From an optimization exercise on the open Yosys and OpenROAD flow, aimed at small area, a short achievable clock period and few clock cycles; shortcuts taken in it are not production practice. In this exercise RTL edits were held to simulation tests only and were not proved equivalent to the original.

==> flow/config.mk <==
export PLATFORM = sky130hd
export DESIGN_NAME = MIPS
export DESIGN_NICKNAME = MIPS
export VERILOG_FILES = /design/flow/design.v
export SDC_FILE = /design/flow/constraint.sdc
export NUM_CORES = 4
export LEC_CHECK = 0
export CAP_MARGIN = 20
export CORE_MARGIN = 2
export CORE_UTILIZATION = 30
export PLACE_DENSITY = 0.45
export SLEW_MARGIN = 20
==> flow/constraint.sdc <==
create_clock -name core_clock -period 32.0 [get_ports {clk}]
set_input_delay 6.4000 -clock core_clock [delete_from_list [all_inputs] [get_ports {clk}]]
set_output_delay 6.4000 -clock core_clock [all_outputs]
set_load 0.01 [all_outputs]
==> flow/design.v <==
module MIPS(
    clk,
    rst_n,
    in_valid,
    instruction,
	output_reg,
    out_valid,
    out_1,
	out_2,
	out_3,
	out_4,
	instruction_fail
);
input clk;
input rst_n;
input in_valid;
input [31:0] instruction;
input [19:0] output_reg;
output logic out_valid, instruction_fail;
output logic [15:0] out_1, out_2, out_3, out_4;
logic in_valid_reg;
logic fail_opcode, fail_rs, fail_rt, fail_rd, fail_func, op_0,fail_gcd;
logic instruction_fail_nxt,instruction_fail_delay;
logic op_0_delay;
logic [2:0] rs_address,rs_address_nxt,rt_address,rt_address_nxt,rd_address,rd_address_nxt,func,func_nxt,write_address,write_address_nxt;
logic [15:0] rs_reg,rt_reg,ans_reg,rs_nxt,rt_nxt,ans_nxt;
logic [15:0] imm,imm_nxt;
logic [3:0] shamt,shamt_nxt;
logic [19:0] output_address_reg,output_address_nxt;
logic [15:0]out_1_nxt,out_2_nxt,out_3_nxt,out_4_nxt,out_valid_nxt;
logic [15:0] Mem[0:5],Mem_nxt[0:5];
logic [15:0] GCD_A,GCD_B,GCD_A_nxt,GCD_B_nxt;
logic [2:0] GCD_ans_address,GCD_ans_address_nxt;
logic GCD_done;
logic [1:0] state,state_nxt;
parameter INPUT = 0;
parameter CALCULATE = 1;
parameter GCD = 2;
parameter OUTPUT = 3;
assign op_0 = (in_valid && instruction[31:26] == 6'b000000) ? 1 : 0;
assign fail_opcode = in_valid && !op_0 && instruction[31:26] != 6'b001000;
assign fail_rs = in_valid &&
                 instruction[25:21] != 5'b10001 &&
                 instruction[25:21] != 5'b10010 &&
                 instruction[25:21] != 5'b01000 &&
                 instruction[25:21] != 5'b10111 &&
                 instruction[25:21] != 5'b11111 &&
                 instruction[25:21] != 5'b10000;
assign fail_rt = in_valid &&
                 instruction[20:16] != 5'b10001 && 
                 instruction[20:16] != 5'b10010 &&
                 instruction[20:16] != 5'b01000 &&
                 instruction[20:16] != 5'b10111 &&
                 instruction[20:16] != 5'b11111 &&
                 instruction[20:16] != 5'b10000;
assign fail_rd = in_valid && op_0 && (instruction[15:11] != 5'b10001 &&
                                                        instruction[15:11] != 5'b10010 &&
                                                        instruction[15:11] != 5'b01000 &&
                                                        instruction[15:11] != 5'b10111 &&
                                                        instruction[15:11] != 5'b11111 &&
                                                        instruction[15:11] != 5'b10000);
assign fail_func = in_valid && op_0 && (instruction[6:0] != 7'b0100000 &&
                                                           instruction[6:0] != 7'b0100100 &&
                                                           instruction[6:0] != 7'b0100101 &&
                                                           instruction[6:0] != 7'b0100111 &&
                                                           instruction[6:0] != 7'b0000000 &&
                                                           instruction[6:0] != 7'b0000010 &&
                                                           instruction[6:0] != 7'b1111000);
assign fail_gcd = in_valid && op_0 && instruction[6:0] == 7'b1111000 && (!rs_nxt || !rt_nxt);
assign instruction_fail_nxt = fail_opcode || fail_rs || fail_rt || fail_rd || fail_func || fail_gcd;
always_ff @(posedge clk or negedge rst_n) begin
    if(!rst_n) state <= INPUT;
    else state <= state_nxt;
end
always_comb begin
    case(state)
        INPUT: begin
            if(func_nxt == 7 && in_valid && !instruction_fail_nxt && op_0 ) state_nxt = GCD;
            else if(in_valid) state_nxt = CALCULATE;
            else state_nxt = INPUT;
        end
        CALCULATE: state_nxt = OUTPUT;
        GCD: begin
            if(GCD_done) state_nxt = OUTPUT;
            else state_nxt = GCD;
        end
        OUTPUT: state_nxt = INPUT;
        default: state_nxt = INPUT;
    endcase
end
always_ff @(posedge clk or negedge rst_n) begin
    if(!rst_n) begin
        for(int i = 0;i < 6;i++) begin
            Mem[i] <= 0;
        end
    end
    else begin
        for(int i = 0;i < 6;i++) begin
            Mem[i] <= Mem_nxt[i];
        end
    end
end
always_ff @(posedge clk or negedge rst_n) begin
    if(!rst_n) begin
        in_valid_reg <= 0;
        imm <= 0;
        shamt <= 0;
        output_address_reg <= 0;
        rs_reg <= 0;
        rt_reg <= 0;
        ans_reg <= 0;
        rs_address <= 6;
        rt_address <= 6;
        rd_address <= 6;
        write_address <= 6;
        op_0_delay <= 0;
        func <= 0;
    end
    else begin
        in_valid_reg <= in_valid;
        imm <= imm_nxt;
        shamt <= shamt_nxt;
        output_address_reg <= output_address_nxt;
        rs_reg <= rs_nxt;
        rt_reg <= rt_nxt;
        ans_reg <= ans_nxt;
        rs_address <= rs_address_nxt;
        rt_address <= rt_address_nxt;
        rd_address <= rd_address_nxt;
        write_address <= write_address_nxt;
        op_0_delay <= op_0;
        func <= func_nxt;
    end
end
always_comb begin
    if(in_valid) begin
        imm_nxt = instruction[15:0];
        shamt_nxt = instruction[11:7];
        output_address_nxt = output_reg;
    end
    else  begin
        imm_nxt = imm;
        shamt_nxt = shamt;
        output_address_nxt = output_address_reg;
    end
end
always_comb begin
    if(in_valid) begin
        case(instruction[25:21])
        5'b10001: begin rs_address_nxt = 0;rs_nxt = Mem[0]; end
        5'b10010: begin rs_address_nxt = 1;rs_nxt = Mem[1]; end
        5'b01000: begin rs_address_nxt = 2;rs_nxt = Mem[2]; end
        5'b10111: begin rs_address_nxt = 3;rs_nxt = Mem[3]; end
        5'b11111: begin rs_address_nxt = 4;rs_nxt = Mem[4]; end
        5'b10000: begin rs_address_nxt = 5;rs_nxt = Mem[5]; end
        default:  begin rs_address_nxt = 6;rs_nxt = 0; end
        endcase
        case(instruction[20:16])
        5'b10001: begin rt_address_nxt = 0; rt_nxt = Mem[0];end
        5'b10010: begin rt_address_nxt = 1; rt_nxt = Mem[1];end
        5'b01000: begin rt_address_nxt = 2; rt_nxt = Mem[2];end
        5'b10111: begin rt_address_nxt = 3; rt_nxt = Mem[3];end
        5'b11111: begin rt_address_nxt = 4; rt_nxt = Mem[4];end
        5'b10000: begin rt_address_nxt = 5; rt_nxt = Mem[5];end
        default:  begin rt_address_nxt = 6; rt_nxt = 0;end
        endcase
        case(instruction[15:11])
        5'b10001: begin rd_address_nxt = 0;end
        5'b10010: begin rd_address_nxt = 1;end
        5'b01000: begin rd_address_nxt = 2;end
        5'b10111: begin rd_address_nxt = 3;end
        5'b11111: begin rd_address_nxt = 4;end
        5'b10000: begin rd_address_nxt = 5;end
        default:  begin rd_address_nxt = 6;end
        endcase
        case(instruction[6:0])
        7'b0100000:begin func_nxt = 1;end
        7'b0100100:begin func_nxt = 2;end
        7'b0100101:begin func_nxt = 3;end
        7'b0100111:begin func_nxt = 4;end
        7'b0000000:begin func_nxt = 5;end
        7'b0000010:begin func_nxt = 6;end
        7'b1111000:begin func_nxt = 7;end
        default:   begin func_nxt = 0;end
        endcase
    end
    else begin
        rs_nxt = 0;rt_nxt = 0;
        rs_address_nxt = 6;rt_address_nxt = 6;rd_address_nxt = 6;func_nxt = 0;
    end
end
always_comb begin
    if(op_0) write_address_nxt = rd_address_nxt;
    else write_address_nxt = rt_address_nxt;
end
always_comb begin
    if(state == CALCULATE && op_0_delay && !instruction_fail_delay) begin
        case(func)
            1: ans_nxt = rs_reg + rt_reg;
            2: ans_nxt = rs_reg & rt_reg; 
            3: ans_nxt = rs_reg | rt_reg; 
            4: ans_nxt = ~(rs_reg | rt_reg); 
            5: ans_nxt = rt_reg << shamt;
            default: ans_nxt = rt_reg >> shamt;
        endcase
    end
    else if(state == CALCULATE && !instruction_fail_delay) begin
        ans_nxt = rs_reg + imm_nxt;
    end
    else begin
        ans_nxt = 0;
    end
end
always_ff @(posedge clk or negedge rst_n) begin
    if(!rst_n) begin
        GCD_A <= 0;
        GCD_B <= 0;
        GCD_ans_address <= 0;
    end
    else begin
        GCD_A <= GCD_A_nxt;
        GCD_B <= GCD_B_nxt;
        GCD_ans_address <= GCD_ans_address_nxt;
    end
end
always_comb begin
    if(state == GCD && !instruction_fail_delay && in_valid_reg) begin
        GCD_done = 0;
        if(rs_reg >= rt_reg) begin GCD_A_nxt = rs_reg; GCD_B_nxt = rt_reg; end
        else begin GCD_A_nxt = rt_reg; GCD_B_nxt = rs_reg; end
        GCD_ans_address_nxt = rd_address;
    end        
    else if(!GCD_B) begin  
        GCD_done = 0;
        GCD_A_nxt = 0;
        GCD_B_nxt = 0;
        GCD_ans_address_nxt = 0;
    end
    else begin
        GCD_A_nxt = GCD_B;
        GCD_B_nxt = GCD_A % GCD_B;
        GCD_ans_address_nxt = GCD_ans_address;
        if(!GCD_B_nxt) GCD_done = 1;
        else GCD_done = 0;
    end
end
always_comb begin
    if(state == CALCULATE && !instruction_fail_delay && write_address == 0) Mem_nxt[0] = ans_nxt;
    else if(GCD_done && state == GCD && GCD_ans_address == 0) Mem_nxt[0] = GCD_B;
    else Mem_nxt[0] = Mem[0];
    if(state == CALCULATE && !instruction_fail_delay && write_address == 1) Mem_nxt[1] = ans_nxt;
    else if(GCD_done && state == GCD && GCD_ans_address == 1) Mem_nxt[1] = GCD_B;
    else Mem_nxt[1] = Mem[1];
    if(state == CALCULATE && !instruction_fail_delay && write_address == 2) Mem_nxt[2] = ans_nxt;
    else if(GCD_done && state == GCD && GCD_ans_address == 2) Mem_nxt[2] = GCD_B;
    else Mem_nxt[2] = Mem[2];
    if(state == CALCULATE && !instruction_fail_delay && write_address == 3) Mem_nxt[3] = ans_nxt;
    else if(GCD_done && state == GCD && GCD_ans_address == 3) Mem_nxt[3] = GCD_B;
    else Mem_nxt[3] = Mem[3];
    if(state == CALCULATE && !instruction_fail_delay && write_address == 4) Mem_nxt[4] = ans_nxt;
    else if(GCD_done && state == GCD && GCD_ans_address == 4) Mem_nxt[4] = GCD_B;
    else Mem_nxt[4] = Mem[4];
    if(state == CALCULATE && !instruction_fail_delay && write_address == 5) Mem_nxt[5] = ans_nxt;
    else if(GCD_done && state == GCD && GCD_ans_address == 5) Mem_nxt[5] = GCD_B;
    else Mem_nxt[5] = Mem[5];
end
always_ff @(posedge clk or negedge rst_n) begin
    if(!rst_n) begin
        out_valid <= 0;
        out_1 <= 0;
        out_2 <= 0;
        out_3 <= 0;
        out_4 <= 0;
        instruction_fail <= 0;
        instruction_fail_delay <= 0;
    end
    else begin
        out_valid <= out_valid_nxt;
        out_1 <= out_1_nxt;
        out_2 <= out_2_nxt;
        out_3 <= out_3_nxt;
        out_4 <= out_4_nxt;
        instruction_fail <= instruction_fail_delay;
        instruction_fail_delay <= instruction_fail_nxt;
    end
end
always_comb begin
    if(state_nxt == OUTPUT && !instruction_fail_delay) begin
        case(output_address_reg[4:0])
        5'b10001: out_1_nxt = Mem_nxt[0];
        5'b10010: out_1_nxt = Mem_nxt[1];
        5'b01000: out_1_nxt = Mem_nxt[2];
        5'b10111: out_1_nxt = Mem_nxt[3];
        5'b11111: out_1_nxt = Mem_nxt[4];
        5'b10000: out_1_nxt = Mem_nxt[5];
        default:  out_1_nxt = 0;
        endcase
        case(output_address_reg[9:5])
        5'b10001: out_2_nxt = Mem_nxt[0];
        5'b10010: out_2_nxt = Mem_nxt[1];
        5'b01000: out_2_nxt = Mem_nxt[2];
        5'b10111: out_2_nxt = Mem_nxt[3];
        5'b11111: out_2_nxt = Mem_nxt[4];
        5'b10000: out_2_nxt = Mem_nxt[5];
        default:  out_2_nxt = 0;
        endcase
        case(output_address_reg[14:10])
        5'b10001: out_3_nxt = Mem_nxt[0];
        5'b10010: out_3_nxt = Mem_nxt[1];
        5'b01000: out_3_nxt = Mem_nxt[2];
        5'b10111: out_3_nxt = Mem_nxt[3];
        5'b11111: out_3_nxt = Mem_nxt[4];
        5'b10000: out_3_nxt = Mem_nxt[5];
        default:  out_3_nxt = 0;
        endcase
        case(output_address_reg[19:15])
        5'b10001: out_4_nxt = Mem_nxt[0];
        5'b10010: out_4_nxt = Mem_nxt[1];
        5'b01000: out_4_nxt = Mem_nxt[2];
        5'b10111: out_4_nxt = Mem_nxt[3];
        5'b11111: out_4_nxt = Mem_nxt[4];
        5'b10000: out_4_nxt = Mem_nxt[5];
        default:  out_4_nxt = 0;
        endcase
    end
    else begin
        out_1_nxt = 0;
        out_2_nxt = 0;
        out_3_nxt = 0;
        out_4_nxt = 0;
    end
    if(state_nxt == OUTPUT) out_valid_nxt = 1;
    else out_valid_nxt = 0;
end
endmodule
==> flow/run.sh <==
#!/bin/bash
# synth_recipe.tcl (not shown) runs the flow's synth.tcl, then flattens the netlist and writes it again
# the make line also repeats each setting of config.mk as NAME=value (left out here)
make -C /OpenROAD-flow-scripts/flow DESIGN_CONFIG=/design/flow/config.mk WORK_HOME=/design/flow/orfs CLKGATE_MAP_FILE= SYNTH_SCRIPT=/design/flow/synth_recipe.tcl finish
==> qor.txt <==
Outcome = no timing/DRC/antenna violations
Clock sink count = 283
Global Route Usage Sum = 0.281
Drt drc = 0
Dpl ws = -505 ps
Worst EP arrival = 30,840 ps
Top-count cell post-synth = nor2_1
Number of global-route vias before repair = 29,600
Hold-fix buffers, CTS = 0
Final worst slack = 1590 ps
Initial core utilization = 0.304
Sequential-to-total area share from yosys stat = 0.245
Crit path kind = flip-flop to flip-flop
DRT Pass-1 Iters = 8
Total CTS buffers = 34
Req. time, crit path = 32,440 ps
Distinct cells, synth = 105
Worst-Skew Late Latency = 600 ps
Initial antenna violation count = 3
Vias per cell = 6.13
Post-DP HPWL = 107,000 µm
Period utilization = 0.950
Relative slew slack = 0.209
Floorplan core area = 0.0952 mm²
Layout cell share with drive strength beyond 1 = 0.126
Global route overflow = 0
Slowest-stage cell, CP = or4_4
Tightest Hold Check Type = flip-flop to flip-flop
Total number of vias = 31,000
Die area = 0.0988 mm²
R2R cell count = 124
Worst setup SP type = flip-flop
Synth area leaders = dfrtp_1, ha_1, mux2i_1
Synth Instances = 3,627
Global-route wire length before repair = 206,000 µm
TritonCTS clock tree = done
Fill cells = 10,000
Worst-path clk slew = 70 ps
Largest net degree at the start of global routing = 92
Min-delay src = imm[3]
I/O Pins = 121
Least-Margin Pin Slew = 1190 ps
CTS root buf = clkbuf_16
Synth area leader = dfrtp_1
Crit path launch = GCD_B[12]
Final hold vios = 0
Ys flop type = dfrtp_1
Post-Place Cells = 4,979
Worst hold stages = 1
Final instance area = 0.0338 mm²
Final WL = 144,000 µm
CP max FO = 23
Deepest clock path buffer count = 3
Routed len/inst = 28.5 µm
Max-cap viol count = 0
Final setup fails = 0
Syn-to-layout area delta = 17.0%
Worst setup EP type = flip-flop
R2r setup slk = 1590 ps
CP endpoint = out_4[9]
Post-DP Area = 0.0322 mm²
RR Startpoint = GCD_B[12]
Mapped Nets = 3,888
Syn_area_per_cell = 7.96 µm²
CP peak stage delay = 610 ps
Chip Width = 314 µm
Final Wtd Congestion = 0.984
Crit-path most repeated cell = ha_1
Synth Register Bits = 283
Synth Warn # = 3
Synthesized cell area = 0.0289 mm²
Synth top cells by count = nor2_1, nand2_1, a21oi_1
Number of synthesized flops with an enable pin = 0
Die Height = 314 µm
Top achievable clock speed = 0.0329 GHz
Number of port buffers = 120
Final Net Count = 4,019
FP Rows = 113
Minimum clock period = 30,410 ps
Slew Limit Fails = 0
Detail Route Antenna Nets = 0
Clock Skew = 48.1 ps
H-tree Lvls = 2
Reg-to-Reg End = out_4[9]
Core Util, Final = 0.355
Drt first-iter violations = 3,313
Synth async-reset ratio = 1.00
Layout Cells excl Fill = 5,049
Max FFs per register = 96
Share of Yosys cell area claimed by the top area cell type = 0.242
-- per-stage QoR --
stage                     setup TNS (ps)  hold slack [ps]
after detailed placement          -14310              490
after floorplan                        0              428
after global placement             -8060              487
after CTS                              0              507
after global routing               -51.2              519
final                                  0              504
-- layer usage --
layer  vias to the layer above  part of all wire  track usage
li1                      14000                 -            -
met1                     15000              0.42        0.375
met2                      1575              0.45        0.445
met3                       392             0.069       0.0330
met4                         2             0.060        0.148
met5                         -          0.000077            0
-- how the worst min path moves through the flow --
| stage | to | slack [ps] |
|---|---|---|
| final | imm[3] | 500 |
| after global routing | imm[14] | 520 |
| after CTS | imm[3] | 510 |
| after detailed placement | imm[4] | 490 |
| after global placement | imm[4] | 490 |
| after floorplan | instruction_fail | 430 |
-- cells by family after synthesis --
logic type      after synthesis  share of synthesized area
buf+inv                     365                     0.0498
fa+ha+maj                   206                     0.0900
simple gates               1151                      0.191
xor+xnor                     96                     0.0291
mux                         231                     0.0872
flops                       283                      0.245
compound gates             1295                      0.308
-- repair_timing --
action                     4_1_cts  5_1_grt
buffers inserted                 0        8
setup endpoints to repair       78      178
gates resized for setup          7       83
pin swaps                        0        8
-- worst max-delay path: cells and delay by family (launching register included) --
family                     cells  cell delay (ps)
and+or+nand+nor               26             7340
muxes                          6             1920
DFF                            1              490
buffers and inverters         17             2810
adders and majority gates     15             4630
AOI/OAI and AO/OA             60            12990
-- placed cells by master, fill, tap and decap left out, drive strengths merged, types with 26 or more instances in the layout --
cell	Yosys	routed
nand4	29	29
inv	160	161
nor4	36	36
nor2	381	381
and3	34	34
nand2	305	305
buf	39	182
clkbuf	166	48
o22a	26	26
ha	203	203
a21o	63	63
o21a	45	45
o21ai	188	188
clkdlybuf4s50	0	118
a22oi	100	100
and2	33	33
nand2b	26	26
a21oi	296	296
mux2	65	65
mux2i	157	157
o31ai	33	33
or3	32	32
nor3	85	85
a211oi	54	54
o22ai	75	75
a221oi	37	37
dfrtp	279	279
xor2	34	34
o211ai	41	41
xnor2	62	62
a31oi	96	96
nand3	97	97
-- area by class of cell --
cell class                      count  area, µm²  share of cell area
Clock inverter                     13        171             0.00507
Inverter                          160        601              0.0178
Multi-Input combinational cell   2979      20800               0.616
Clock buffer                       48        975              0.0288
Tap cell                         1265       1580              0.0468
Timing Repair Buffer              300       2570              0.0761
Sequential cell                   283       7090               0.210
Antenna cell                        1       2.50           0.0000740
Testbench counts, summed over its fixed seeds: cycles 10,087.

what the ideal ports hide:
No port has a modelled driver above. Below, the same layout with a new extraction and two added sets of constraints.
Step 1, drivers: a clkbuf_16 drives clk and a buf_2 each remaining input, both assumed.
Step 2, shift: input delay + t, output delay - t, t = (earliest + latest rising clock arrival at the registers) / 2. This alone moves slack from input paths to output paths.
Three values: no drivers, after step 1, after step 2; two values: the first two.
shift t [ns]: 0.641
setup slack, ns: 1.594 / 1.594 / 1.594
latest minus earliest clock arrival (ns): 0.048 / 0.048
After both steps setup and hold are still met in this run. The setup slack of this run moves by 0.000 ns with the drivers and by 0.000 ns with both steps.
